From an optimization exercise on the open Yosys and OpenROAD flow, aimed at small area; shortcuts taken in it are not production practice.
In this exercise RTL edits were held to simulation tests only and were not proved equivalent to the original.
Power and IR drop assume default switching activity.

===== flow/config.mk =====
export PLATFORM = sky130hd
export DESIGN_NAME = ADSR_envelope
export DESIGN_NICKNAME = ADSR_envelope
export VERILOG_FILES = /design/flow/design.v
export SDC_FILE = /design/flow/constraint.sdc
export NUM_CORES = 4
export LEC_CHECK = 0
export ABC_AREA = 1
export CAP_MARGIN = 20
export CORE_MARGIN = 2
export CORE_UTILIZATION = 40
export GPL_TIMING_DRIVEN = 0
export SLEW_MARGIN = 20

===== flow/constraint.sdc =====
create_clock -name core_clock -period 10.0 [get_ports {clk}]
set_input_delay 2.0000 -clock core_clock [delete_from_list [all_inputs] [get_ports {clk}]]
set_output_delay 2.0000 -clock core_clock [all_outputs]
set_load 0.01 [all_outputs]

===== flow/design.v =====
module eight_bit_exponential_decay_lookup (
  input wire [7:0] din,
  output wire [7:0] dout
);
  assign dout[0] = (din[7] ? (din[6] ? (din[5] ? (din[4] ? (din[3] ? (din[2] ? (din[1] ? (din[0] ? 1'b0 : 1'b1) : 1'b1) : 1'b1) : 1'b1) : 1'b1) : (din[4] ? (din[3] ? (din[2] ? (din[1] ? (din[0] ? 1'b1 : 1'b0) : 1'b0) : 1'b0) : 1'b0) : (din[3] ? (din[2] ? 1'b0 : 1'b1) : 1'b1))) : (din[5] ? (din[4] ? (din[3] ? (din[2] ? (din[1] ? (din[0] ? 1'b1 : 1'b0) : 1'b0) : 1'b0) : (din[2] ? (din[1] ? 1'b0 : (din[0] ? 1'b0 : 1'b1)) : 1'b1)) : (din[3] ? (din[2] ? (din[1] ? 1'b1 : (din[0] ? 1'b1 : 1'b0)) : 1'b0) : (din[2] ? (din[1] ? 1'b0 : 1'b1) : 1'b1))) : (din[4] ? (din[3] ? (din[2] ? (din[1] ? (din[0] ? 1'b1 : 1'b0) : 1'b0) : (din[1] ? 1'b0 : 1'b1)) : (din[2] ? (din[1] ? 1'b1 : (din[0] ? 1'b1 : 1'b0)) : (din[1] ? 1'b0 : (din[0] ? 1'b0 : 1'b1)))) : (din[3] ? (din[2] ? (din[1] ? 1'b1 : (din[0] ? 1'b1 : 1'b0)) : (din[1] ? 1'b0 : (din[0] ? 1'b0 : 1'b1))) : (din[2] ? (din[1] ? 1'b1 : 1'b0) : (din[1] ? (din[0] ? 1'b0 : 1'b1) : 1'b1)))))) : (din[6] ? (din[5] ? (din[4] ? (din[3] ? (din[2] ? (din[1] ? 1'b0 : (din[0] ? 1'b0 : 1'b1)) : (din[1] ? 1'b1 : 1'b0)) : (din[2] ? (din[1] ? 1'b1 : (din[0] ? 1'b1 : 1'b0)) : (din[1] ? (din[0] ? 1'b0 : 1'b1) : (din[0] ? 1'b1 : 1'b0)))) : (din[3] ? (din[2] ? (din[1] ? (din[0] ? 1'b0 : 1'b1) : (din[0] ? 1'b1 : 1'b0)) : (din[1] ? (din[0] ? 1'b0 : 1'b1) : (din[0] ? 1'b1 : 1'b0))) : (din[2] ? (din[1] ? 1'b1 : 1'b0) : (din[1] ? (din[0] ? 1'b1 : 1'b0) : (din[0] ? 1'b0 : 1'b1))))) : (din[4] ? (din[3] ? (din[2] ? (din[1] ? 1'b0 : (din[0] ? 1'b1 : 1'b0)) : (din[1] ? 1'b1 : (din[0] ? 1'b0 : 1'b1))) : (din[2] ? (din[1] ? (din[0] ? 1'b0 : 1'b1) : 1'b0) : (din[1] ? (din[0] ? 1'b1 : 1'b0) : (din[0] ? 1'b1 : 1'b0)))) : (din[3] ? (din[2] ? (din[1] ? (din[0] ? 1'b1 : 1'b0) : (din[0] ? 1'b1 : 1'b0)) : (din[1] ? (din[0] ? 1'b1 : 1'b0) : 1'b1)) : (din[2] ? (din[1] ? (din[0] ? 1'b0 : 1'b1) : (din[0] ? 1'b0 : 1'b1)) : (din[1] ? (din[0] ? 1'b1 : 1'b0) : 1'b1))))) : (din[5] ? (din[4] ? (din[3] ? (din[2] ? (din[1] ? 1'b0 : (din[0] ? 1'b1 : 1'b0)) : (din[1] ? 1'b0 : 1'b1)) : (din[2] ? 1'b0 : 1'b1)) : (din[3] ? (din[2] ? 1'b1 : (din[1] ? (din[0] ? 1'b1 : 1'b0) : 1'b0)) : (din[2] ? (din[1] ? 1'b1 : (din[0] ? 1'b1 : 1'b0)) : (din[1] ? (din[0] ? 1'b0 : 1'b1) : 1'b0)))) : (din[4] ? (din[3] ? (din[2] ? (din[1] ? (din[0] ? 1'b1 : 1'b0) : (din[0] ? 1'b1 : 1'b0)) : (din[1] ? (din[0] ? 1'b1 : 1'b0) : 1'b1)) : (din[2] ? (din[1] ? (din[0] ? 1'b0 : 1'b1) : (din[0] ? 1'b1 : 1'b0)) : (din[1] ? 1'b0 : (din[0] ? 1'b0 : 1'b1)))) : (din[3] ? (din[2] ? (din[1] ? 1'b1 : 1'b0) : (din[1] ? (din[0] ? 1'b0 : 1'b1) : (din[0] ? 1'b1 : 1'b0))) : (din[2] ? (din[1] ? (din[0] ? 1'b0 : 1'b1) : (din[0] ? 1'b0 : 1'b1)) : (din[1] ? 1'b0 : 1'b1)))))));
  assign dout[1] = (din[7] ? (din[6] ? (din[5] ? 1'b0 : (din[4] ? (din[3] ? (din[2] ? (din[1] ? (din[0] ? 1'b0 : 1'b1) : 1'b1) : 1'b1) : 1'b1) : 1'b1)) : (din[5] ? (din[4] ? (din[3] ? (din[2] ? (din[1] ? (din[0] ? 1'b1 : 1'b0) : 1'b0) : 1'b0) : 1'b0) : (din[3] ? (din[2] ? (din[1] ? 1'b0 : (din[0] ? 1'b0 : 1'b1)) : 1'b1) : 1'b1)) : (din[4] ? (din[3] ? (din[2] ? (din[1] ? (din[0] ? 1'b1 : 1'b0) : 1'b0) : 1'b0) : (din[2] ? (din[1] ? 1'b0 : (din[0] ? 1'b0 : 1'b1)) : 1'b1)) : (din[3] ? (din[2] ? (din[1] ? 1'b1 : (din[0] ? 1'b1 : 1'b0)) : 1'b0) : (din[2] ? (din[1] ? 1'b0 : 1'b1) : 1'b1))))) : (din[6] ? (din[5] ? (din[4] ? (din[3] ? (din[2] ? 1'b0 : (din[1] ? 1'b0 : 1'b1)) : (din[2] ? (din[1] ? 1'b1 : (din[0] ? 1'b1 : 1'b0)) : (din[1] ? 1'b0 : (din[0] ? 1'b0 : 1'b1)))) : (din[3] ? (din[2] ? (din[1] ? 1'b1 : (din[0] ? 1'b1 : 1'b0)) : (din[1] ? 1'b0 : (din[0] ? 1'b0 : 1'b1))) : (din[2] ? (din[1] ? 1'b1 : 1'b0) : (din[1] ? (din[0] ? 1'b0 : 1'b1) : 1'b1)))) : (din[4] ? (din[3] ? (din[2] ? (din[1] ? 1'b0 : (din[0] ? 1'b0 : 1'b1)) : (din[1] ? 1'b1 : 1'b0)) : (din[2] ? (din[1] ? 1'b1 : 1'b0) : (din[1] ? (din[0] ? 1'b0 : 1'b1) : (din[0] ? 1'b1 : 1'b0)))) : (din[3] ? (din[2] ? (din[1] ? (din[0] ? 1'b0 : 1'b1) : (din[0] ? 1'b1 : 1'b0)) : (din[1] ? (din[0] ? 1'b0 : 1'b1) : (din[0] ? 1'b1 : 1'b0))) : (din[2] ? (din[1] ? 1'b1 : 1'b0) : (din[1] ? (din[0] ? 1'b1 : 1'b0) : (din[0] ? 1'b0 : 1'b1)))))) : (din[5] ? (din[4] ? (din[3] ? (din[2] ? (din[1] ? (din[0] ? 1'b0 : 1'b1) : (din[0] ? 1'b1 : 1'b0)) : (din[1] ? (din[0] ? 1'b1 : 1'b0) : (din[0] ? 1'b0 : 1'b1))) : (din[2] ? (din[1] ? (din[0] ? 1'b0 : 1'b1) : (din[0] ? 1'b0 : 1'b1)) : (din[1] ? (din[0] ? 1'b1 : 1'b0) : (din[0] ? 1'b1 : 1'b0)))) : (din[3] ? (din[2] ? (din[1] ? (din[0] ? 1'b1 : 1'b0) : (din[0] ? 1'b1 : 1'b0)) : (din[1] ? 1'b1 : (din[0] ? 1'b0 : 1'b1))) : (din[2] ? (din[1] ? (din[0] ? 1'b0 : 1'b1) : 1'b0) : (din[1] ? (din[0] ? 1'b1 : 1'b0) : (din[0] ? 1'b0 : 1'b1))))) : (din[4] ? (din[3] ? (din[2] ? (din[1] ? 1'b0 : 1'b1) : (din[1] ? 1'b0 : 1'b1)) : (din[2] ? (din[1] ? (din[0] ? 1'b1 : 1'b0) : 1'b0) : (din[1] ? 1'b0 : (din[0] ? 1'b0 : 1'b1)))) : (din[3] ? (din[2] ? (din[1] ? 1'b1 : 1'b0) : (din[1] ? 1'b0 : (din[0] ? 1'b0 : 1'b1))) : (din[2] ? (din[1] ? 1'b1 : 1'b0) : (din[1] ? (din[0] ? 1'b1 : 1'b0) : (din[0] ? 1'b0 : 1'b1))))))));
  assign dout[2] = (din[7] ? (din[6] ? 1'b0 : (din[5] ? (din[4] ? (din[3] ? (din[2] ? (din[1] ? (din[0] ? 1'b0 : 1'b1) : 1'b1) : 1'b1) : 1'b1) : 1'b1) : (din[4] ? (din[3] ? (din[2] ? (din[1] ? (din[0] ? 1'b1 : 1'b0) : 1'b0) : 1'b0) : 1'b0) : (din[3] ? (din[2] ? (din[1] ? 1'b0 : (din[0] ? 1'b0 : 1'b1)) : 1'b1) : 1'b1)))) : (din[6] ? (din[5] ? (din[4] ? (din[3] ? 1'b0 : (din[2] ? (din[1] ? 1'b0 : (din[0] ? 1'b0 : 1'b1)) : 1'b1)) : (din[3] ? (din[2] ? (din[1] ? 1'b1 : (din[0] ? 1'b1 : 1'b0)) : 1'b0) : (din[2] ? (din[1] ? 1'b0 : 1'b1) : 1'b1))) : (din[4] ? (din[3] ? (din[2] ? 1'b0 : (din[1] ? 1'b0 : 1'b1)) : (din[2] ? (din[1] ? 1'b1 : 1'b0) : (din[1] ? 1'b0 : (din[0] ? 1'b0 : 1'b1)))) : (din[3] ? (din[2] ? (din[1] ? 1'b1 : (din[0] ? 1'b1 : 1'b0)) : (din[1] ? 1'b0 : (din[0] ? 1'b0 : 1'b1))) : (din[2] ? (din[1] ? 1'b1 : 1'b0) : (din[1] ? (din[0] ? 1'b0 : 1'b1) : 1'b1))))) : (din[5] ? (din[4] ? (din[3] ? (din[2] ? (din[1] ? 1'b0 : (din[0] ? 1'b0 : 1'b1)) : (din[1] ? (din[0] ? 1'b1 : 1'b0) : 1'b0)) : (din[2] ? (din[1] ? 1'b1 : 1'b0) : (din[1] ? (din[0] ? 1'b0 : 1'b1) : (din[0] ? 1'b1 : 1'b0)))) : (din[3] ? (din[2] ? (din[1] ? (din[0] ? 1'b0 : 1'b1) : (din[0] ? 1'b1 : 1'b0)) : (din[1] ? (din[0] ? 1'b0 : 1'b1) : 1'b0)) : (din[2] ? (din[1] ? 1'b1 : (din[0] ? 1'b0 : 1'b1)) : (din[1] ? (din[0] ? 1'b1 : 1'b0) : 1'b1)))) : (din[4] ? (din[3] ? (din[2] ? (din[1] ? (din[0] ? 1'b0 : 1'b1) : (din[0] ? 1'b1 : 1'b0)) : (din[1] ? (din[0] ? 1'b1 : 1'b0) : (din[0] ? 1'b0 : 1'b1))) : (din[2] ? (din[1] ? (din[0] ? 1'b0 : 1'b1) : (din[0] ? 1'b0 : 1'b1)) : (din[1] ? (din[0] ? 1'b0 : 1'b1) : 1'b0))) : (din[3] ? (din[2] ? (din[1] ? (din[0] ? 1'b1 : 1'b0) : (din[0] ? 1'b0 : 1'b1)) : (din[1] ? (din[0] ? 1'b0 : 1'b1) : (din[0] ? 1'b0 : 1'b1))) : (din[2] ? (din[1] ? (din[0] ? 1'b0 : 1'b1) : (din[0] ? 1'b1 : 1'b0)) : (din[1] ? 1'b1 : (din[0] ? 1'b0 : 1'b1))))))));
  assign dout[3] = (din[7] ? (din[6] ? 1'b0 : (din[5] ? 1'b0 : (din[4] ? (din[3] ? (din[2] ? (din[1] ? (din[0] ? 1'b0 : 1'b1) : 1'b1) : 1'b1) : 1'b1) : 1'b1))) : (din[6] ? (din[5] ? (din[4] ? 1'b0 : (din[3] ? (din[2] ? (din[1] ? 1'b0 : (din[0] ? 1'b0 : 1'b1)) : 1'b1) : 1'b1)) : (din[4] ? (din[3] ? 1'b0 : (din[2] ? (din[1] ? 1'b0 : 1'b1) : 1'b1)) : (din[3] ? (din[2] ? (din[1] ? 1'b1 : (din[0] ? 1'b1 : 1'b0)) : 1'b0) : (din[2] ? (din[1] ? 1'b0 : 1'b1) : 1'b1)))) : (din[5] ? (din[4] ? (din[3] ? (din[2] ? 1'b0 : (din[1] ? (din[0] ? 1'b0 : 1'b1) : 1'b1)) : (din[2] ? (din[1] ? 1'b1 : 1'b0) : (din[1] ? 1'b0 : (din[0] ? 1'b0 : 1'b1)))) : (din[3] ? (din[2] ? (din[1] ? 1'b1 : (din[0] ? 1'b1 : 1'b0)) : (din[1] ? 1'b0 : 1'b1)) : (din[2] ? (din[1] ? 1'b1 : 1'b0) : (din[1] ? (din[0] ? 1'b0 : 1'b1) : 1'b1)))) : (din[4] ? (din[3] ? (din[2] ? (din[1] ? 1'b0 : (din[0] ? 1'b0 : 1'b1)) : (din[1] ? (din[0] ? 1'b1 : 1'b0) : 1'b0)) : (din[2] ? (din[1] ? 1'b1 : 1'b0) : (din[1] ? 1'b1 : 1'b0))) : (din[3] ? (din[2] ? (din[1] ? (din[0] ? 1'b0 : 1'b1) : 1'b0) : (din[1] ? 1'b1 : 1'b0)) : (din[2] ? (din[1] ? 1'b1 : (din[0] ? 1'b0 : 1'b1)) : (din[1] ? (din[0] ? 1'b1 : 1'b0) : 1'b1)))))));
  assign dout[4] = (din[7] ? 1'b0 : (din[6] ? (din[5] ? 1'b1 : (din[4] ? 1'b0 : (din[3] ? (din[2] ? (din[1] ? 1'b0 : (din[0] ? 1'b0 : 1'b1)) : 1'b1) : 1'b1))) : (din[5] ? (din[4] ? (din[3] ? 1'b0 : (din[2] ? (din[1] ? 1'b0 : 1'b1) : 1'b1)) : (din[3] ? (din[2] ? (din[1] ? 1'b1 : (din[0] ? 1'b1 : 1'b0)) : 1'b0) : (din[2] ? (din[1] ? 1'b0 : 1'b1) : 1'b1))) : (din[4] ? (din[3] ? (din[2] ? 1'b0 : (din[1] ? (din[0] ? 1'b0 : 1'b1) : 1'b1)) : (din[2] ? (din[1] ? 1'b1 : 1'b0) : (din[1] ? 1'b0 : 1'b1))) : (din[3] ? (din[2] ? (din[1] ? 1'b1 : 1'b0) : (din[1] ? 1'b0 : 1'b1)) : (din[2] ? (din[1] ? 1'b1 : 1'b0) : (din[1] ? (din[0] ? 1'b0 : 1'b1) : 1'b1)))))));
  assign dout[5] = (din[7] ? 1'b0 : (din[6] ? (din[5] ? 1'b0 : 1'b1) : (din[5] ? (din[4] ? 1'b0 : (din[3] ? (din[2] ? (din[1] ? 1'b0 : (din[0] ? 1'b0 : 1'b1)) : 1'b1) : 1'b1)) : (din[4] ? (din[3] ? 1'b0 : (din[2] ? (din[1] ? 1'b0 : 1'b1) : 1'b1)) : (din[3] ? (din[2] ? (din[1] ? 1'b1 : 1'b0) : 1'b0) : (din[2] ? (din[1] ? 1'b0 : 1'b1) : 1'b1))))));
  assign dout[6] = (din[7] ? 1'b0 : (din[6] ? 1'b0 : (din[5] ? 1'b1 : (din[4] ? 1'b0 : (din[3] ? (din[2] ? (din[1] ? 1'b0 : 1'b1) : 1'b1) : 1'b1)))));
  assign dout[7] = (din[7] ? 1'b0 : (din[6] ? 1'b0 : (din[5] ? 1'b0 : 1'b1)));
endmodule
module ADSR_envelope (
  input clk,
  input rst,
  input gate,
  input [3:0] a,
  input [3:0] d,
  input [3:0] s,
  input [3:0] r,
  output active,
  output reg [7:0] amplitude);
  localparam OFF     = 3'd0;
  localparam ATTACK  = 3'd1;
  localparam DECAY   = 3'd2;
  localparam SUSTAIN = 3'd3;
  localparam RELEASE = 3'd4;
  reg [2:0]  state;
  reg [26:0] accumulator;
  reg        prev_gate;
  reg [7:0]  dectmp;
  reg [7:0]  reltmp;
  function [16:0] attack_table;
    input [3:0] p;
    case (p)
      4'd0:  attack_table = 17'd43690;
      4'd1:  attack_table = 17'd43690;
      4'd2:  attack_table = 17'd87381;
      4'd3:  attack_table = 17'd58254;
      4'd4:  attack_table = 17'd36792;
      4'd5:  attack_table = 17'd24966;
      4'd6:  attack_table = 17'd20560;
      4'd7:  attack_table = 17'd17476;
      4'd8:  attack_table = 17'd13981;
      4'd9:  attack_table = 17'd5592;
      4'd10: attack_table = 17'd2796;
      4'd11: attack_table = 17'd1747;
      4'd12: attack_table = 17'd1398;
      4'd13: attack_table = 17'd466;
      4'd14: attack_table = 17'd279;
      default: attack_table = 17'd174;
    endcase
  endfunction
  function [16:0] decay_release_table;
    input [3:0] p;
    case (p)
      4'd0:  decay_release_table = 17'd101944;
      4'd1:  decay_release_table = 17'd58254;
      4'd2:  decay_release_table = 17'd29127;
      4'd3:  decay_release_table = 17'd19418;
      4'd4:  decay_release_table = 17'd12264;
      4'd5:  decay_release_table = 17'd8322;
      4'd6:  decay_release_table = 17'd6853;
      4'd7:  decay_release_table = 17'd5825;
      4'd8:  decay_release_table = 17'd4660;
      4'd9:  decay_release_table = 17'd1864;
      4'd10: decay_release_table = 17'd932;
      4'd11: decay_release_table = 17'd582;
      4'd12: decay_release_table = 17'd466;
      4'd13: decay_release_table = 17'd155;
      4'd14: decay_release_table = 17'd93;
      default: decay_release_table = 17'd58;
    endcase
  endfunction
  wire st_off = (state == OFF);
  wire st_a   = (state == ATTACK);
  wire st_d   = (state == DECAY);
  wire st_r   = (state == RELEASE);
  assign active = !st_off;
  wire overflow = accumulator[26];
  wire rise = gate & ~prev_gate;
  wire [16:0] inc = st_a ? attack_table(a) : decay_release_table(st_d ? d : r);
  wire acc_add = (st_a | st_d | (st_r & ~gate)) & ~overflow;
  wire [17:0] acc_lo;    
  wire [9:0] ones;
  assign ones[0] = 1'b1;
  genvar gk;
  generate for (gk = 0; gk < 9; gk = gk + 1) begin : g_ones
    assign ones[gk+1] = ones[gk] & accumulator[17+gk];
  end endgenerate
  wire [9:0] cy = {10{acc_lo[17]}} & ones;
  wire [26:0] acc_sum = {cy[9], accumulator[25:17] ^ cy[8:0], acc_lo[16:0]};
  wire [7:0] e;
  eight_bit_exponential_decay_lookup exp_lookup(.din(accumulator[25:18]), .dout(e));
  wire [3:0]  u   = s ^ {4{st_d}};
  wire [31:0] pp;
  genvar gi, gj;
  generate for (gi = 0; gi < 8; gi = gi + 1) begin : g_pp
    for (gj = 0; gj < 4; gj = gj + 1) begin : g_ppj
      assign pp[gi*4+gj] = e[gi] & u[gj];
    end
  end endgenerate
  wire [7:0] de  = e & {8{st_d}};
  wire       dnz = st_d & (|e[3:0]);
  wire [3:0] ds  = s & {4{st_d}};
  wire [7:0] g;
  wire ac_1;
  wire ac_2;
  wire ac_3;
  wire ac_4;
  wire ac_5;
  wire ac_6;
  wire ac_7;
  wire ac_8;
  wire ac_9;
  wire ac_10;
  wire ac_11;
  wire ac_12;
  wire ac_13;
  wire ac_14;
  wire ac_15;
  wire ac_16;
  wire ac_17;
  wire ac_18;
  wire ac_19;
  wire ac_20;
  wire ac_21;
  wire ac_22;
  wire ac_23;
  wire ac_24;
  wire ac_25;
  wire ac_26;
  wire ac_27;
  wire ac_28;
  wire ac_29;
  wire ac_30;
  wire ac_31;
  wire ac_32;
  wire ac_33;
  wire ac_34;
  assign ac_1 = accumulator[0] ^ inc[0];
  assign ac_2 = accumulator[0] & inc[0];
  assign ac_3 = accumulator[1] ^ inc[1] ^ ac_2;
  assign ac_4 = (accumulator[1] & inc[1]) | (accumulator[1] & ac_2) | (inc[1] & ac_2);
  assign ac_5 = accumulator[2] ^ inc[2] ^ ac_4;
  assign ac_6 = (accumulator[2] & inc[2]) | (accumulator[2] & ac_4) | (inc[2] & ac_4);
  assign ac_7 = accumulator[3] ^ inc[3] ^ ac_6;
  assign ac_8 = (accumulator[3] & inc[3]) | (accumulator[3] & ac_6) | (inc[3] & ac_6);
  assign ac_9 = accumulator[4] ^ inc[4] ^ ac_8;
  assign ac_10 = (accumulator[4] & inc[4]) | (accumulator[4] & ac_8) | (inc[4] & ac_8);
  assign ac_11 = accumulator[5] ^ inc[5] ^ ac_10;
  assign ac_12 = (accumulator[5] & inc[5]) | (accumulator[5] & ac_10) | (inc[5] & ac_10);
  assign ac_13 = accumulator[6] ^ inc[6] ^ ac_12;
  assign ac_14 = (accumulator[6] & inc[6]) | (accumulator[6] & ac_12) | (inc[6] & ac_12);
  assign ac_15 = accumulator[7] ^ inc[7] ^ ac_14;
  assign ac_16 = (accumulator[7] & inc[7]) | (accumulator[7] & ac_14) | (inc[7] & ac_14);
  assign ac_17 = accumulator[8] ^ inc[8] ^ ac_16;
  assign ac_18 = (accumulator[8] & inc[8]) | (accumulator[8] & ac_16) | (inc[8] & ac_16);
  assign ac_19 = accumulator[9] ^ inc[9] ^ ac_18;
  assign ac_20 = (accumulator[9] & inc[9]) | (accumulator[9] & ac_18) | (inc[9] & ac_18);
  assign ac_21 = accumulator[10] ^ inc[10] ^ ac_20;
  assign ac_22 = (accumulator[10] & inc[10]) | (accumulator[10] & ac_20) | (inc[10] & ac_20);
  assign ac_23 = accumulator[11] ^ inc[11] ^ ac_22;
  assign ac_24 = (accumulator[11] & inc[11]) | (accumulator[11] & ac_22) | (inc[11] & ac_22);
  assign ac_25 = accumulator[12] ^ inc[12] ^ ac_24;
  assign ac_26 = (accumulator[12] & inc[12]) | (accumulator[12] & ac_24) | (inc[12] & ac_24);
  assign ac_27 = accumulator[13] ^ inc[13] ^ ac_26;
  assign ac_28 = (accumulator[13] & inc[13]) | (accumulator[13] & ac_26) | (inc[13] & ac_26);
  assign ac_29 = accumulator[14] ^ inc[14] ^ ac_28;
  assign ac_30 = (accumulator[14] & inc[14]) | (accumulator[14] & ac_28) | (inc[14] & ac_28);
  assign ac_31 = accumulator[15] ^ inc[15] ^ ac_30;
  assign ac_32 = (accumulator[15] & inc[15]) | (accumulator[15] & ac_30) | (inc[15] & ac_30);
  assign ac_33 = accumulator[16] ^ inc[16] ^ ac_32;
  assign ac_34 = (accumulator[16] & inc[16]) | (accumulator[16] & ac_32) | (inc[16] & ac_32);
  assign acc_lo = {ac_34, ac_33, ac_31, ac_29, ac_27, ac_25, ac_23, ac_21, ac_19, ac_17, ac_15, ac_13, ac_11, ac_9, ac_7, ac_5, ac_3, ac_1};
  wire mu_1;
  wire mu_2;
  wire mu_3;
  wire mu_4;
  wire mu_5;
  wire mu_6;
  wire mu_7;
  wire mu_8;
  wire mu_9;
  wire mu_10;
  wire mu_11;
  wire mu_12;
  wire mu_13;
  wire mu_14;
  wire mu_15;
  wire mu_16;
  wire mu_17;
  wire mu_18;
  wire mu_19;
  wire mu_20;
  wire mu_21;
  wire mu_22;
  wire mu_23;
  wire mu_24;
  wire mu_25;
  wire mu_26;
  wire mu_27;
  wire mu_28;
  wire mu_29;
  wire mu_30;
  wire mu_31;
  wire mu_32;
  wire mu_33;
  wire mu_34;
  wire mu_35;
  wire mu_36;
  wire mu_37;
  wire mu_38;
  wire mu_39;
  wire mu_40;
  wire mu_41;
  wire mu_42;
  wire mu_43;
  wire mu_44;
  wire mu_45;
  wire mu_46;
  wire mu_47;
  wire mu_48;
  wire mu_49;
  wire mu_50;
  wire mu_51;
  wire mu_52;
  wire mu_53;
  wire mu_54;
  wire mu_55;
  wire mu_56;
  wire mu_57;
  wire mu_58;
  wire mu_59;
  wire mu_60;
  wire mu_61;
  wire mu_62;
  wire mu_63;
  wire mu_64;
  wire mu_65;
  wire mu_66;
  wire mu_67;
  wire mu_68;
  wire mu_69;
  wire mu_70;
  wire mu_71;
  wire mu_72;
  wire mu_73;
  wire mu_74;
  wire mu_75;
  wire mu_76;
  wire mu_77;
  wire mu_78;
  wire mu_79;
  wire mu_80;
  wire mu_81;
  wire mu_82;
  wire mu_83;
  wire mu_84;
  wire mu_85;
  wire mu_86;
  wire mu_87;
  wire mu_88;
  wire mu_89;
  wire mu_90;
  wire mu_91;
  wire mu_92;
  wire mu_93;
  wire mu_94;
  wire mu_95;
  wire mu_96;
  assign mu_1 = pp[0] ^ de[0] ^ ~de[4];
  assign mu_2 = (pp[0] & de[0]) | (pp[0] & ~de[4]) | (de[0] & ~de[4]);
  assign mu_3 = pp[1] ^ pp[4] ^ de[1];
  assign mu_4 = (pp[1] & pp[4]) | (pp[1] & de[1]) | (pp[4] & de[1]);
  assign mu_5 = pp[2] ^ pp[5] ^ pp[8];
  assign mu_6 = (pp[2] & pp[5]) | (pp[2] & pp[8]) | (pp[5] & pp[8]);
  assign mu_7 = pp[3] ^ pp[6] ^ pp[9];
  assign mu_8 = (pp[3] & pp[6]) | (pp[3] & pp[9]) | (pp[6] & pp[9]);
  assign mu_9 = pp[12] ^ de[3] ^ ~de[7];
  assign mu_10 = (pp[12] & de[3]) | (pp[12] & ~de[7]) | (de[3] & ~de[7]);
  assign mu_11 = pp[7] ^ pp[10] ^ pp[13];
  assign mu_12 = (pp[7] & pp[10]) | (pp[7] & pp[13]) | (pp[10] & pp[13]);
  assign mu_13 = ~(pp[16] ^ de[4]);
  assign mu_14 = pp[16] | de[4];
  assign mu_15 = pp[11] ^ pp[14] ^ pp[17];
  assign mu_16 = (pp[11] & pp[14]) | (pp[11] & pp[17]) | (pp[14] & pp[17]);
  assign mu_17 = ~(pp[20] ^ de[5]);
  assign mu_18 = pp[20] | de[5];
  assign mu_19 = pp[15] ^ pp[18] ^ pp[21];
  assign mu_20 = (pp[15] & pp[18]) | (pp[15] & pp[21]) | (pp[18] & pp[21]);
  assign mu_21 = ~(pp[24] ^ de[6]);
  assign mu_22 = pp[24] | de[6];
  assign mu_23 = pp[19] ^ pp[22] ^ pp[25];
  assign mu_24 = (pp[19] & pp[22]) | (pp[19] & pp[25]) | (pp[22] & pp[25]);
  assign mu_25 = ~(pp[28] ^ de[7]);
  assign mu_26 = pp[28] | de[7];
  assign mu_27 = pp[23] ^ pp[26] ^ pp[29];
  assign mu_28 = (pp[23] & pp[26]) | (pp[23] & pp[29]) | (pp[26] & pp[29]);
  assign mu_29 = pp[27] ^ pp[30] ^ ds[1];
  assign mu_30 = (pp[27] & pp[30]) | (pp[27] & ds[1]) | (pp[30] & ds[1]);
  assign mu_31 = ~(pp[31] ^ ds[2]);
  assign mu_32 = pp[31] | ds[2];
  assign mu_33 = ~de[5] ^ mu_2 ^ mu_3;
  assign mu_34 = (~de[5] & mu_2) | (~de[5] & mu_3) | (mu_2 & mu_3);
  assign mu_35 = de[2] ^ ~de[6] ^ mu_4;
  assign mu_36 = (de[2] & ~de[6]) | (de[2] & mu_4) | (~de[6] & mu_4);
  assign mu_37 = mu_6 ^ mu_7 ^ mu_9;
  assign mu_38 = (mu_6 & mu_7) | (mu_6 & mu_9) | (mu_7 & mu_9);
  assign mu_39 = mu_8 ^ mu_10 ^ mu_11;
  assign mu_40 = (mu_8 & mu_10) | (mu_8 & mu_11) | (mu_10 & mu_11);
  assign mu_41 = mu_12 ^ mu_14 ^ mu_15;
  assign mu_42 = (mu_12 & mu_14) | (mu_12 & mu_15) | (mu_14 & mu_15);
  assign mu_43 = mu_16 ^ mu_18 ^ mu_19;
  assign mu_44 = (mu_16 & mu_18) | (mu_16 & mu_19) | (mu_18 & mu_19);
  assign mu_45 = mu_20 ^ mu_22 ^ mu_23;
  assign mu_46 = (mu_20 & mu_22) | (mu_20 & mu_23) | (mu_22 & mu_23);
  assign mu_47 = ~(ds[0] ^ mu_24);
  assign mu_48 = ds[0] | mu_24;
  assign mu_49 = ~(mu_29 ^ mu_28);
  assign mu_50 = mu_29 | mu_28;
  assign mu_51 = ~(ds[3] ^ mu_32);
  assign mu_52 = ds[3] | mu_32;
  assign mu_53 = mu_5 ^ mu_34 ^ mu_35;
  assign mu_54 = (mu_5 & mu_34) | (mu_5 & mu_35) | (mu_34 & mu_35);
  assign mu_55 = mu_13 ^ mu_38 ^ mu_39;
  assign mu_56 = (mu_13 & mu_38) | (mu_13 & mu_39) | (mu_38 & mu_39);
  assign mu_57 = mu_17 ^ mu_40 ^ mu_41;
  assign mu_58 = (mu_17 & mu_40) | (mu_17 & mu_41) | (mu_40 & mu_41);
  assign mu_59 = mu_21 ^ mu_42 ^ mu_43;
  assign mu_60 = (mu_21 & mu_42) | (mu_21 & mu_43) | (mu_42 & mu_43);
  assign mu_61 = mu_25 ^ mu_44 ^ mu_45;
  assign mu_62 = (mu_25 & mu_44) | (mu_25 & mu_45) | (mu_44 & mu_45);
  assign mu_63 = mu_26 ^ mu_27 ^ mu_46;
  assign mu_64 = (mu_26 & mu_27) | (mu_26 & mu_46) | (mu_27 & mu_46);
  assign mu_65 = mu_30 ^ mu_31 ^ mu_50;
  assign mu_66 = (mu_30 & mu_31) | (mu_30 & mu_50) | (mu_31 & mu_50);
  assign mu_67 = mu_36 ^ mu_37 ^ mu_54;
  assign mu_68 = (mu_36 & mu_37) | (mu_36 & mu_54) | (mu_37 & mu_54);
  assign mu_69 = mu_47 ^ mu_62 ^ mu_63;
  assign mu_70 = (mu_47 & mu_62) | (mu_47 & mu_63) | (mu_62 & mu_63);
  assign mu_71 = mu_48 ^ mu_49 ^ mu_64;
  assign mu_72 = (mu_48 & mu_49) | (mu_48 & mu_64) | (mu_49 & mu_64);
  assign mu_73 = ~dnz ^ mu_1;
  assign mu_74 = ~dnz & mu_1;
  assign mu_75 = mu_33 ^ mu_74;
  assign mu_76 = mu_33 & mu_74;
  assign mu_77 = mu_53 ^ mu_76;
  assign mu_78 = mu_53 & mu_76;
  assign mu_79 = mu_67 ^ mu_78;
  assign mu_80 = mu_67 & mu_78;
  assign mu_81 = mu_55 ^ mu_68 ^ mu_80;
  assign mu_82 = (mu_55 & mu_68) | (mu_55 & mu_80) | (mu_68 & mu_80);
  assign mu_83 = mu_56 ^ mu_57 ^ mu_82;
  assign mu_84 = (mu_56 & mu_57) | (mu_56 & mu_82) | (mu_57 & mu_82);
  assign mu_85 = mu_58 ^ mu_59 ^ mu_84;
  assign mu_86 = (mu_58 & mu_59) | (mu_58 & mu_84) | (mu_59 & mu_84);
  assign mu_87 = mu_60 ^ mu_61 ^ mu_86;
  assign mu_88 = (mu_60 & mu_61) | (mu_60 & mu_86) | (mu_61 & mu_86);
  assign mu_89 = mu_69 ^ mu_88;
  assign mu_90 = mu_69 & mu_88;
  assign mu_91 = mu_70 ^ mu_71 ^ mu_90;
  assign mu_92 = (mu_70 & mu_71) | (mu_70 & mu_90) | (mu_71 & mu_90);
  assign mu_93 = mu_65 ^ mu_72 ^ mu_92;
  assign mu_94 = (mu_65 & mu_72) | (mu_65 & mu_92) | (mu_72 & mu_92);
  assign mu_95 = mu_51 ^ mu_66 ^ mu_94;
  assign mu_96 = (mu_51 & mu_66) | (mu_51 & mu_94) | (mu_66 & mu_94);
  assign g = {mu_95, mu_93, mu_91, mu_89, mu_87, mu_85, mu_83, mu_81};
  always @(posedge clk) begin
    prev_gate <= gate;
    if (rst) begin
      state <= OFF;
      amplitude <= 8'd0;
      accumulator <= 27'd0;
      dectmp <= 8'd0;
      reltmp <= 8'd0;
    end else begin
      accumulator <= acc_add ? acc_sum : 27'd0;
      dectmp <= (st_d & ~overflow) ? g : 8'd255;
      if (st_r & ~overflow) reltmp <= g;
      if (overflow) begin
        case (state)
          ATTACK:  state <= gate ? DECAY : RELEASE;
          DECAY:   state <= gate ? SUSTAIN : RELEASE;
          default: state <= gate ? ATTACK : OFF;
        endcase
      end else begin
        case (state)
          ATTACK:  amplitude <= accumulator[25:18];
          DECAY:   begin amplitude <= dectmp; if (rise) state <= ATTACK; end
          SUSTAIN: begin amplitude <= {s, 4'b0000}; if (!gate) state <= RELEASE; end
          RELEASE: begin amplitude <= gate ? 8'd0 : reltmp; if (gate) state <= ATTACK; end
          default: begin amplitude <= 8'd0; if (gate) state <= ATTACK; end
        endcase
      end
    end
  end
endmodule

===== flow/run.sh =====
#!/bin/bash
# synth_recipe.tcl (not shown) runs the flow's synth.tcl, then flattens the netlist and writes it again
# the make line also repeats each setting of config.mk as NAME=value (left out here)
make -C /OpenROAD-flow-scripts/flow DESIGN_CONFIG=/design/flow/config.mk WORK_HOME=/design/flow/orfs CLKGATE_MAP_FILE= SYNTH_SCRIPT=/design/flow/synth_recipe.tcl finish

==> results of run 1 <==
[path summary, 6_finish.rpt]
| path | from | endpoint | cells past startpoint |
|---|---|---|---|
| hold / removal | reltmp[4] | reltmp[4] | 2 |
| hold reg to reg | reltmp[4] | reltmp[4] | 2 |
| setup / recovery | r[0] | accumulator[25] | 38 |
| setup reg to reg | state[1] | accumulator[25] | 41 |
[critical path, delay by kind of cell]
kind | cells | cell delay (ns)
AOI/OAI and AO/OA | 4 | 0.44
buffers and inverters | 8 | 0.92
adders and majority gates | 18 | 5.55
and+or+nand+nor | 8 | 0.96
[timing repair]
action	4_1_cts	5_1_grt
pin swaps	3	6
resized for setup	13	21
buffers inserted	3	6
endpoints found under the setup margin	7	6
hold endpoints to repair	0	0
[synth_stat cells, types with 2 or more instances]
| cell | instances |
|---|---|
| buf_1 | 2 |
| nor2_1 | 75 |
| nor3_1 | 13 |
| o211ai_1 | 5 |
| buf_2 | 14 |
| xnor2_1 | 3 |
| nand2_1 | 213 |
| nand2_4 | 2 |
| nor3b_1 | 3 |
| a31oi_1 | 3 |
| fa_1 | 50 |
| clkbuf_1 | 11 |
| inv_2 | 9 |
| dfxtp_1 | 55 |
| or2_1 | 2 |
| o21ai_4 | 3 |
| ha_1 | 38 |
| nand4_1 | 2 |
| inv_1 | 136 |
| o21ai_0 | 39 |
| nand3_1 | 75 |
| nand2_2 | 4 |
| buf_6 | 3 |
| a21oi_1 | 42 |
| o21ai_1 | 9 |
| o2111ai_1 | 5 |
[kinds of logic (layout without fill, tap and decap cells)]
kind of cell | Yosys count | in the layout | synth area share (%)
simple gates | 394 | 394 | 29.42
fa+ha+maj | 88 | 88 | 26.04
xor+xnor | 4 | 4 | 0.6181
compound gates | 114 | 114 | 11.98
buf+inv | 177 | 220 | 12.51
flops | 55 | 55 | 19.42
[layer usage]
metal	vias up	GRT usage [%]	wire length, um
met3	8	3.736	833
met1	2466	29.41	6933
met4	0	3.054	96
met2	151	31.11	6721
li1	2692	-	-
met5	-	0	0
[through the flow]
| stage | cells | setup TNS, ns | instance area, um2 | util (%) |
|---|---|---|---|---|
| 5_1_grt | 1055 | -0.004688 | 6499 | 46.82 |
| 4_1_cts | 1049 | 0 | 6389 | 46.02 |
| 6_report | 1055 | 0 | 6499 | 46.82 |
| 3_5_place_dp | 1038 | -4.995 | 6155 | 44.34 |
| 3_3_place_gp | 1038 | -4.419 | 6155 | 44.34 |
| 2_1_floorplan | 832 | 0 | 5669 | - |
[sequential cells by signal (all words and copies together), names as in the netlist]
| name | count |
|---|---|
| accumulator | 27 |
| amplitude | 8 |
| dectmp | 8 |
| reltmp | 8 |
| state | 3 |
| prev_gate | 1 |
[report_power, final]
part           switching, uW  leakage (uW)  internal (uW)
Clock                   87.1     0.0000863            121
Combinational            153       0.00248            103
Sequential              4.33      0.000449            230
Total                    244       0.00301            454
[layout make-up]
type / count / share of cell area, %
clock buffers: 5 / 1.925
inverters: 146 / 8.452
multi-input cells: 600 / 60.70
repair buffers: 35 / 5.256
plain buffers: 31 / 2.484
well taps: 180 / 3.466
clock inverters: 3 / 0.7701
flip-flops and latches: 55 / 16.94
==> notes.md, run 1 <==
multi-input gate area in the final layout=around 0.004 mm2; Cell Pwr Density=107.4 mW/mm2; post-synth design cell area=between 0.005 and 0.006 mm2; placement row count=between 40 and 50; Critical Path RT=approximately 10 ns; chip height=approximately 120 um; Starting DRT DRC Count=354; core area=~0.014 mm2; ant diodes=0; Post-synth ARST share=0%; clock tree buffer depth=2; total power=around 700 uW; pin count of the biggest net entering global routing=20; most common cell after layout, fill and taps aside=nand2_1; antenna viol nets, final=0; total clock sinks=55; Synth cell types=42; smallest setup slack after layout=0.3181 ns; global-route wire length before repair=roughly 24000 um; class of the tightest hold or removal check=reg -> reg; highest achievable clock rate=103.3 MHz; min cycle time layout=roughly 9.7 ns; library cell used as clock root buffer=clkbuf_16; Post-Synthesis Cells=832; worst hold slack across all endpoints=~0.45 ns; via count of the first global-routing pass=between 4000 and 5000; level count of the clock H-tree=2; die extent in x=around 120 um; antenna violations before repair=0; number of hold-repair buffers added at the cts stage=0; Final setup viols=0; number of slew-limit violations in the final report=0; kind of capture point of the worst setup path=flop; leading register cell type out of synthesis=dfxtp_1; maximum capacitance violations=0; Worst Setup Start Kind=input pin; number of detailed-routing iterations run before antenna repair=5; Port Buf Inserts=26; Synth area leaders=dfxtp_1 19%, fa_1 18%, nand2_1 14%; count of flip-flops with a built-in enable after synthesis=0; Congestion Overflow GR=0; initial core utilization=just over 40%; count of filler cells inserted in the layout=between 1000 and 1500; number of synthesis warnings=1; DRC violations left=0; outcome=no timing/DRC/antenna violations; Leakage Power=between 0.003 and 0.004 uW; tightest slew margin relative to the limit=a little under three fifths; Worst path slowest cell=clkdlybuf4s50_1; slack of the worst reg-to-reg path=about 1.6 ns; sequential area share after synthesis=around a fifth; final hold violation count=0; share of post-route cells with drive strength above 1=9.829%; Max Clock Skew=0.009036 ns; net count of the finished layout=a little under 1000; synthesized flop and latch total=55; Skew-Pair Late Insertion Delay=~0.3 ns; slew at the pin with the worst max-slew slack=about 0.66 ns; RePlAce Congestion=a little over 0.9; data arrival time of the critical path=about 9.9 ns; number of CTS-inserted buffers=5; post-synthesis to final-layout area growth=14.63%; proportion of netlist area held by the largest area contributor=a little under 20%; delay of the slowest critical-path stage=around 0.40 ns; period utilization=roughly 97%; critical path's most frequent cell=fa_2; dominant cell type by area after synthesis=dfxtp_1; average vias per placed instance=~5; dpl hpwl=11590 um; total global-route track usage=~20%; num ports=28; die outline area=0.01514 mm2; maximum fanout along the worst path=4; average cell area after synthesis=around 7 um2; commonest cells after routing, fill and taps aside=212 x nand2_1, 134 x inv_1, 74 x nand3_1, 72 x nor2_1, 55 x dfxtp_1; CTS clock-pin slew for the worst setup and hold paths=around 0.08 ns; sequential cell area=0.001101 mm2; minimum setup slack after placement=-0.8505 ns; path type of the worst setup path=in -> reg; Routed WL per cell=13.82 um; maximum ir drop on the vdd rail=0.09207 mV; TritonCTS clock tree=done; post-synth net total=between 900 and 1000; Routed Wire Length=roughly 15000 um; total number of vias=5317
==> run 2: changes to the inputs <==
--- a/flow/config.mk
+++ b/flow/config.mk
@@ -9,5 +9,4 @@
 export CAP_MARGIN = 20
 export CORE_MARGIN = 2
 export CORE_UTILIZATION = 40
-export GPL_TIMING_DRIVEN = 0
 export SLEW_MARGIN = 20
==> notes.md, run 2 <==
total number of vias=5201 (-2.2%); library cell used as clock root buffer=clkbuf_16; post-synthesis to final-layout area growth=15.38%; antenna viol nets, final=0 (unchanged); critical path's most frequent cell=fa_2; clock tree buffer depth=2 (unchanged); Routed WL per cell=13.52 um (-2.2%); Final setup viols=0 (unchanged); CP delay by family, top=adder cells; pin count of the biggest net entering global routing=28 (+40%); Starting DRT DRC Count=335 (-5.4%); Most flops, register=accumulator; Congestion Overflow GR=0 (unchanged); global-route wire length before repair=23570 um (-2.4%); core area=0.01388 mm2 (unchanged); number of CTS-inserted buffers=5 (unchanged); Synth area leaders=dfxtp_1 19%, fa_1 18%, nand2_1 14%; Post-Synthesis Cells=832 (unchanged); most common cell in the synthesized netlist=nand2_1; Routed Wire Length=14310 um (-1.9%); commonest cells after routing, fill and taps aside=213 x nand2_1, 134 x inv_1, 74 x nand3_1, 74 x nor2_1, 55 x dfxtp_1; TritonCTS clock tree=done; proportion of netlist area held by the largest area contributor=19.42% (unchanged); initial core utilization=40.84% (unchanged); average vias per placed instance=4.916 (-2.5%); delay of the slowest critical-path stage=0.39 ns (about the same); leading register cell type out of synthesis=dfxtp_1; sw frac=34.06% (-0.92 points); die outline area=0.01514 mm2 (unchanged); Worst Setup Start Kind=input pin; sequential cell area=0.001101 mm2 (unchanged); ant diodes=0 (unchanged); Leakage Power=0.003061 uW (+1.6%); Skew-Pair Late Insertion Delay=0.30 ns (about the same); highest achievable clock rate=103.6 MHz (+0.27%); maximum capacitance violations=0 (unchanged); sequential area share after synthesis=19.42% (unchanged); post-synth net total=939 (unchanged); die extent in x=123.1 um (unchanged); Cell Pwr Density=104.9 mW/mm2 (-2.3%); count of flip-flops with a built-in enable after synthesis=0 (unchanged); chip height=123.1 um (unchanged); maximum ir drop on the vdd rail=0.08929 mV (-3.0%); Worst path slowest cell=clkdlybuf4s50_1; slew at the pin with the worst max-slew slack=0.7580 ns (+0.09438 ns); num ports=28 (unchanged); top post-synthesis cells by count=213 x nand2_1, 136 x inv_1, 75 x nand3_1, 75 x nor2_1, 55 x dfxtp_1; Port Buf Inserts=27 (+3.8%); antenna violations before repair=0 (unchanged); total global-route track usage=19.49% (-0.51 points); part of the total power dissipated in the clock network=29.5% (-0.3 points); share of post-route cells with drive strength above 1=10.48% (+0.65 points); Worst Path Buf+Inv=8 (unchanged); Synth cell types=42 (unchanged); net count of the finished layout=984 (+0.31%); data arrival time of the critical path=9.81 ns (-0.05 ns); Post-synth ARST share=0% (unchanged); RePlAce Congestion=0.9668 (+3.7%); number of placed instances, taps included=1044 (+0.58%); number of synthesis warnings=1 (unchanged); synthesized flop and latch total=55 (unchanged); multi-input gate area in the final layout=0.003908 mm2 (-0.95%); total power=686.4 uW (-1.7%); outcome=no timing/DRC/antenna violations; level count of the clock H-tree=2 (unchanged); dominant cell type by area after synthesis=dfxtp_1; post-synth design cell area=0.005669 mm2 (unchanged); most common cell after layout, fill and taps aside=nand2_1; dpl hpwl=11140 um (-3.8%); final hold violation count=0 (unchanged); Critical Path RT=10.15 ns (-0.03 ns); switching pwr=233.8 uW (-4.3%); total clock sinks=55 (unchanged); period utilization=96.56% (-0.26 points); average cell area after synthesis=6.814 um2 (unchanged); number of detailed-routing iterations run before antenna repair=5 (unchanged); maximum fanout along the worst path=3 (-1); Max Clock Skew=0.008762 ns (-0.0002731 ns); worst hold slack across all endpoints=0.4506 ns (+0.001825 ns); number of hold-repair buffers added at the cts stage=0 (unchanged); class of the tightest hold or removal check=reg -> reg; placement row count=43 (unchanged); DRC violations left=0 (unchanged); flip-flop count of the largest register, all copies and words added=27 (unchanged); final instance count without filler cells=1058 (+0.28%); sequential group share of total power=34.1% (+0.6 points); internal power=452.6 uW (-0.26%); number of slew-limit violations in the final report=0 (unchanged); via count of the first global-routing pass=4865 (-0.39%); fraction of power consumed by combinational cells=36.4% (-0.3 points); path type of the worst setup path=in -> reg; kind of capture point of the worst setup path=flop; CTS clock-pin slew for the worst setup and hold paths=0.07 ns (about the same); count of filler cells inserted in the layout=1457 (+0.069%); final setup TNS=0 ns (unchanged); tightest slew margin relative to the limit=49.22% (-6.2 points); min cycle time layout=9.656 ns (-0.02567 ns)
## run 2: cell counts after synthesis
Identical to the previous run, type by type.
## run 2: power groups by stage
stage / sequential, uW / clock [uW] / combinational [uW]
2_1_floorplan: 238 / 0 / 165
3_3_place_gp: 239 / 0 / 250
3_5_place_dp: 239 / 0 / 249
4_1_cts: 234 / 206 / 251
5_1_grt: 235 / 214 / 285
6_report: 234 / 202 / 250
## run 2: worst min-delay path: cells and delay by family (launching register included)
family	cells	cell delay, ns
compound gates	1	0.05
flops	1	0.31
buf+inv	1	0.05
## run 2: cell type report
type / count / share of cell area (%)
inverters: 146 / 8.397
clock inverters: 3 / 0.7269
repair buffers: 69 / 8.952
flip-flops and latches: 55 / 16.83
multi-input cells: 600 / 59.74
well taps: 180 / 3.443
clock buffers: 5 / 1.913
## run 2: cell families after synthesis
| logic type | after synthesis | synth area share (%) |
|---|---|---|
| compound gates | 114 | 11.98 |
| xor+xnor | 4 | 0.6181 |
| fa+ha+maj | 88 | 26.04 |
| buf+inv | 177 | 12.51 |
| flops | 55 | 19.42 |
| simple gates | 394 | 29.42 |
## run 2: worst paths after layout
check	startpoint	endpoint	slack (ns)	cells past startpoint
worst min-delay path	reltmp[3]	reltmp[3]	0.45	2
worst max register to register	state[0]	accumulator[25]	1.26	40
worst max-delay path	r[0]	accumulator[25]	0.34	38
worst min register to register	reltmp[3]	reltmp[3]	0.45	2
## run 2: stage by stage
| step | utilization, % | worst slack [ns] | cell area (um2) |
|---|---|---|---|
| detailed placement | 45.20 | -0.4663 | 6275 |
| finish | 47.12 | 0.3438 | 6541 |
| CTS | 46.75 | 0.0001483 | 6489 |
| global route | 47.12 | -0.004310 | 6541 |
| global placement | 45.20 | -0.3641 | 6275 |
| floorplan | - | 0.2223 | 5669 |
## run 2: metal layers
metal	vias to the layer above	share of wire [%]	track usage, %
li1	2696	-	-
met1	2377	47	27.08
met5	-	0	0
met2	118	48	32.80
met3	10	3.9	2.768
met4	0	1.1	3.196
## run 2: timing repair
| item | in CTS | in global routing |
|---|---|---|
| setup endpoints to repair | 5 | 7 |
| pin swaps | 2 | 3 |
| resized for setup | 4 | 16 |
| setup buffers | 4 | 2 |
| hold endpoints to repair | 0 | 0 |
==> run 3: changes to the inputs <==
==> flow/flow/run.sh (new file) <==
#!/bin/bash
# Own layout flow: the standard synthesis, then an area-oriented re-mapping
# of the combinational logic (flip-flops, their names and cell types untouched;
# full adders kept), checked for equivalence with the standard netlist, then
# the standard ORFS flow from floorplan to finish.
set -uo pipefail
W=$(pwd)
R=$W/orfs/results/${FLOW_PLATFORM}/ADSR_envelope/base
YOSYS=yosys
[ -x "$FLOW_HOME/../tools/install/yosys/bin/yosys" ] && YOSYS=$FLOW_HOME/../tools/install/yosys/bin/yosys
export LIB=$FLOW_HOME/platforms/${FLOW_PLATFORM}/lib/sky130_fd_sc_hd__tt_025C_1v80.lib
export TOP=$FLOW_TOP
export DONTUSE="$(cat $W/flow/dontuse.txt)"

bash standard.sh synth > synth.log 2>&1 || { echo "standard synth failed"; exit 1; }
cp $R/1_2_yosys.v $W/std_netlist.v

use_post=0
for S in "$(cat $W/flow/abc1.script)" "$(cat $W/flow/abc2.script)"; do
  IN=$W/std_netlist.v OUT=$W/post_netlist.v KEEP="sky130_fd_sc_hd__fa_1" SCRIPT="$S" \
    $YOSYS -c $W/flow/post.tcl > post.log 2>&1 || continue
  A=$W/std_netlist.v B=$W/post_netlist.v $YOSYS -c $W/flow/equiv.tcl > equiv.log 2>&1 || continue
  use_post=1; break
done
if [ $use_post = 1 ]; then
  echo "using re-mapped netlist"
  cp $W/post_netlist.v $R/1_2_yosys.v
  rm -f $R/1_synth.odb $R/1_synth.sdc
else
  echo "re-mapping failed or not proven equivalent; using the standard netlist"
fi
bash standard.sh finish > finish.log 2>&1 || { echo "finish failed"; tail -30 finish.log; exit 1; }
echo done
==> flow/flow/abc1.script (new file) <==
strash;&get -n;&deepsyn -T 60;&put;dch -f;map -a;topo
==> flow/flow/abc2.script (new file) <==
strash;dch -f;amap;topo
==> flow/flow/dontuse.txt (new file) <==
-dont_use sky130_fd_sc_hd__lpflow_bleeder_1 -dont_use sky130_fd_sc_hd__lpflow_clkbufkapwr_1 -dont_use sky130_fd_sc_hd__lpflow_clkbufkapwr_16 -dont_use sky130_fd_sc_hd__lpflow_clkbufkapwr_2 -dont_use sky130_fd_sc_hd__lpflow_clkbufkapwr_4 -dont_use sky130_fd_sc_hd__lpflow_clkbufkapwr_8 -dont_use sky130_fd_sc_hd__lpflow_clkinvkapwr_1 -dont_use sky130_fd_sc_hd__lpflow_clkinvkapwr_16 -dont_use sky130_fd_sc_hd__lpflow_clkinvkapwr_2 -dont_use sky130_fd_sc_hd__lpflow_clkinvkapwr_4 -dont_use sky130_fd_sc_hd__lpflow_clkinvkapwr_8 -dont_use sky130_fd_sc_hd__lpflow_decapkapwr_12 -dont_use sky130_fd_sc_hd__lpflow_decapkapwr_3 -dont_use sky130_fd_sc_hd__lpflow_decapkapwr_4 -dont_use sky130_fd_sc_hd__lpflow_decapkapwr_6 -dont_use sky130_fd_sc_hd__lpflow_decapkapwr_8 -dont_use sky130_fd_sc_hd__lpflow_inputiso0n_1 -dont_use sky130_fd_sc_hd__lpflow_inputiso0p_1 -dont_use sky130_fd_sc_hd__lpflow_inputiso1n_1 -dont_use sky130_fd_sc_hd__lpflow_inputiso1p_1 -dont_use sky130_fd_sc_hd__lpflow_inputisolatch_1 -dont_use sky130_fd_sc_hd__lpflow_isobufsrc_1 -dont_use sky130_fd_sc_hd__lpflow_isobufsrc_16 -dont_use sky130_fd_sc_hd__lpflow_isobufsrc_2 -dont_use sky130_fd_sc_hd__lpflow_isobufsrc_4 -dont_use sky130_fd_sc_hd__lpflow_isobufsrc_8 -dont_use sky130_fd_sc_hd__lpflow_isobufsrckapwr_16 -dont_use sky130_fd_sc_hd__lpflow_lsbuf_lh_hl_isowell_tap_1 -dont_use sky130_fd_sc_hd__lpflow_lsbuf_lh_hl_isowell_tap_2 -dont_use sky130_fd_sc_hd__lpflow_lsbuf_lh_hl_isowell_tap_4 -dont_use sky130_fd_sc_hd__lpflow_lsbuf_lh_isowell_4 -dont_use sky130_fd_sc_hd__lpflow_lsbuf_lh_isowell_tap_1 -dont_use sky130_fd_sc_hd__lpflow_lsbuf_lh_isowell_tap_2 -dont_use sky130_fd_sc_hd__lpflow_lsbuf_lh_isowell_tap_4 -dont_use sky130_fd_sc_hd__probe_p_8 -dont_use sky130_fd_sc_hd__probec_p_8 
==> flow/flow/equiv.tcl (new file) <==
# env: A, B (netlists), TOP
yosys -import
set lib $::env(LIB)
read_liberty -ignore_miss_func $lib
read_verilog $::env(A)
yosys rename $::env(TOP) gold
read_verilog $::env(B)
yosys rename $::env(TOP) gate
flatten
opt_clean
equiv_make gold gate eq
hierarchy -top eq
equiv_simple -seq 1
equiv_induct
equiv_status -assert
==> flow/flow/post.tcl (new file) <==
# post-synthesis re-mapping of the combinational logic; flip-flops untouched
# env: IN, OUT, SCRIPT, KEEP (cells kept as boxes besides flip-flops), DONTUSE
yosys -import
set lib $::env(LIB)
read_liberty -ignore_miss_func $lib
read_verilog $::env(IN)
hierarchy -top $::env(TOP)
set keep [concat $::env(KEEP)]
foreach m [concat sky130_fd_sc_hd__dfxtp_1 sky130_fd_sc_hd__dfxtp_2 sky130_fd_sc_hd__dfxtp_4 sky130_fd_sc_hd__conb_1 $keep] {
  catch { setattr -mod -set keep_hierarchy 1 $m }
}
flatten
opt_clean -purge
abc -liberty $lib {*}$::env(DONTUSE) -script "+$::env(SCRIPT)"
opt_clean -purge
hilomap -singleton -hicell sky130_fd_sc_hd__conb_1 HI -locell sky130_fd_sc_hd__conb_1 LO
setattr -mod -unset keep_hierarchy
splitnets
opt_clean -purge
select $::env(TOP)
write_verilog -noattr -nohex -nodec -selected $::env(OUT)
==> flow/standard.sh (new file) <==
#!/bin/bash
# synth_recipe.tcl (not shown) runs the flow's synth.tcl, then flattens the netlist and writes it again
# the make line also repeats each setting of config.mk as NAME=value (left out here)
make -C /OpenROAD-flow-scripts/flow DESIGN_CONFIG=/design/flow/config.mk WORK_HOME=/design/flow/orfs CLKGATE_MAP_FILE= SYNTH_SCRIPT=/design/flow/synth_recipe.tcl "${@:-finish}"
removed: flow/run.sh
==> notes.md, run 3 <==
pin count of the biggest net entering global routing=28 (unchanged); num ports=28 (unchanged); Skew-Pair Late Insertion Delay=0.30 ns (about the same); number of detailed-routing iterations run before antenna repair=11 (+6); Post-Synthesis Cells=656 (-21%); count of filler cells inserted in the layout=1151 (-21%); post-synth net total=725 (-23%); maximum capacitance violations=0 (unchanged); Max Clock Skew=0.005642 ns (-0.003120 ns); CTS clock-pin slew for the worst setup and hold paths=0.07 ns (about the same); initial core utilization=40.67% (-0.17 points); antenna viol nets, final=0 (unchanged); net count of the finished layout=816 (-17%); share of post-route cells with drive strength above 1=14.44% (+4.0 points); Congestion Overflow GR=0 (unchanged); core area=0.01132 mm2 (-18%); number of CTS-inserted buffers=5 (unchanged); RePlAce Congestion=0.9416 (-2.6%); path type of the worst setup path=in -> reg; level count of the clock H-tree=2 (unchanged); Starting DRT DRC Count=333 (-0.60%); final hold violation count=0 (unchanged); total clock sinks=55 (unchanged); ant diodes=0 (unchanged); sequential cell area=0.001101 mm2 (unchanged); CP delay by family, top=adder cells; Most flops, register=accumulator; placement row count=39 (-9.3%); number of synthesis warnings=1 (unchanged); flip-flop count of the largest register, all copies and words added=27 (unchanged); maximum ir drop on the vdd rail=0.07501 mV (-16%); Routed WL per cell=15.11 um (+12%); library cell used as clock root buffer=clkbuf_16; commonest cells after routing, fill and taps aside=139 x nor2_1, 117 x clkinv_1, 88 x nand2_1, 57 x buf_4, 55 x dfxtp_1; critical path's most frequent cell=fa_2; Routed Wire Length=13460 um (-5.9%); tightest slew margin relative to the limit=55.09% (+5.9 points); post-synthesis to final-layout area growth=24.92%; average vias per placed instance=5.297 (+7.8%); TritonCTS clock tree=done; DRC violations left=0 (unchanged); number of slew-limit violations in the final report=0 (unchanged); maximum fanout along the worst path=3 (unchanged); outcome=no timing/DRC/antenna violations; class of the tightest hold or removal check=reg -> reg; kind of capture point of the worst setup path=flop; dpl hpwl=10890 um (-2.2%); highest achievable clock rate=104.0 MHz (+0.40%); total global-route track usage=22.21% (+2.7 points); period utilization=96.18% (-0.38 points); min cycle time layout=9.618 ns (-0.03844 ns); global-route wire length before repair=22590 um (-4.2%); antenna violations before repair=0 (unchanged); Worst Setup Start Kind=input pin; Leakage Power=0.002199 uW (-28%); total number of vias=4720 (-9.2%); post-synth design cell area=0.004604 mm2 (-19%); clock tree buffer depth=2 (unchanged); share of the core filled with cells in the final layout=50.81% (+3.7 points); Critical Path RT=10.18 ns (+0.03 ns); most common cell after layout, fill and taps aside=nor2_1; Final setup viols=0 (unchanged); worst hold slack across all endpoints=0.4450 ns (-0.005650 ns); Cell Pwr Density=111.3 mW/mm2 (+6.1%); chip height=111.3 um (-9.6%); slew at the pin with the worst max-slew slack=0.6711 ns (-0.08691 ns); data arrival time of the critical path=9.79 ns (-0.02 ns); Worst path slowest cell=fa_2; Port Buf Inserts=27 (unchanged); die outline area=0.01239 mm2 (-18%); number of hold-repair buffers added at the cts stage=0 (unchanged); via count of the first global-routing pass=4661 (-4.2%); multi-input gate area in the final layout=0.003167 mm2 (-19%); final setup TNS=0 ns (unchanged); die extent in x=111.3 um (-9.6%); delay of the slowest critical-path stage=0.41 ns (+0.02 ns); average cell area after synthesis=7.019 um2 (+3.0%); Worst Path Buf+Inv=7 (-1)
## run 3: cell count changes in the layout (fill, tap and decap cells not counted), moves of 7 or more
| cell | before | now |
|---|---|---|
| inv_2 | 11 | 4 |
| ha_1 | 37 | 0 |
| buf_4 | 42 | 57 |
| a22oi_1 | 0 | 13 |
| a21oi_1 | 41 | 27 |
| inv_1 | 134 | 0 |
| clkinv_1 | 0 | 117 |
| nand3_1 | 74 | 28 |
| o21ai_1 | 10 | 1 |
| nor3_1 | 13 | 24 |
| nand2_1 | 213 | 88 |
| nor2_1 | 74 | 139 |
## run 3: layout make-up
type	instances	share of cell area, %
Inverter	122	7.983
Timing Repair Buffer	84	12.14
Clock buffer	5	2.175
Clock inverter	3	0.3916
Tap cell	143	3.111
Multi-Input combinational cell	479	55.06
Sequential cell	55	19.14
## run 3: through the flow
stage	power (uW)	worst slack, ns	cell area [um2]	instances
6_report	640.1	0.3822	5752	891
5_1_grt	686.7	-0.01591	5752	891
4_1_cts	641.4	0.003741	5645	887
3_5_place_dp	462.1	-0.7348	5458	877
3_3_place_gp	458.4	-0.5040	5458	877
2_1_floorplan	384.8	0.03386	4621	656
## run 3: final timing paths
kind | startpoint | endpoint | slack (ns) | cells after the start
setup / recovery | d[1] | accumulator[25] | 0.38 | 44
hold reg to reg | prev_gate | state[0] | 0.44 | 1
hold / removal | prev_gate | state[0] | 0.44 | 1
setup reg to reg | accumulator[21] | reltmp[7] | 1.28 | 39
## run 3: power breakdown
part	leakage, uW	total (uW)	switching, uW	internal [uW]
registers	0.000448	228	2.46	225
logic	0.00168	234	130	104
clock network	0.0000742	179	84.9	94.0
total	0.00220	640	217	423
## run 3: routing by layer
layer	part of all wire, %	vias to the layer above	track usage (%)
met1	44	2212	29.92
met3	4.7	23	2.515
met2	50	153	38.66
met5	0	-	0
li1	-	2332	-
met4	1.2	0	4.774
## run 3: repair_timing
action	4_1_cts	5_1_grt
pin swaps	4	13
resized for setup	11	29
buffers inserted	2	4
endpoints found under the setup margin	10	10
endpoints found under the hold margin	0	0

[static timing again, ports no longer ideal]
No port has a modelled driver above. Below, the same layouts with a new extraction and two added sets of constraints.
Step 1: set_driving_cell puts a clkbuf_16 on clk and a buf_2 on each other input, an assumption about the parent block.
Step 2 adds t to the input delays and takes it off the output delays; t is the mean of the earliest and latest rising clock arrival at the registers after step 1. Input paths then give back, and output paths get back, about the clock's delay inside the block.
a / b / c = ideal / step 1 / step 2; a / b = the first two.
| run | t (ns) | slack for setup (ns) | worst register clock-pin slew, ns | worst slew at a driven data input, ns |
|---|---|---|---|---|
| run 1 | 0.336 | 0.318 / 0.335 / -0.001 | 0.08 / 0.08 | 0.04 |
| run 2 | 0.330 | 0.344 / 0.361 / 0.031 | 0.08 / 0.08 | 0.04 |
| run 3 | 0.336 | 0.382 / 0.398 / 0.062 | 0.07 / 0.07 | 0.04 |
Met with ideal ports but missed after step 2: setup timing in run 1. For run 3, which loses most, drivers alone change the setup slack by +0.016 ns; drivers and shift together by -0.320 ns.
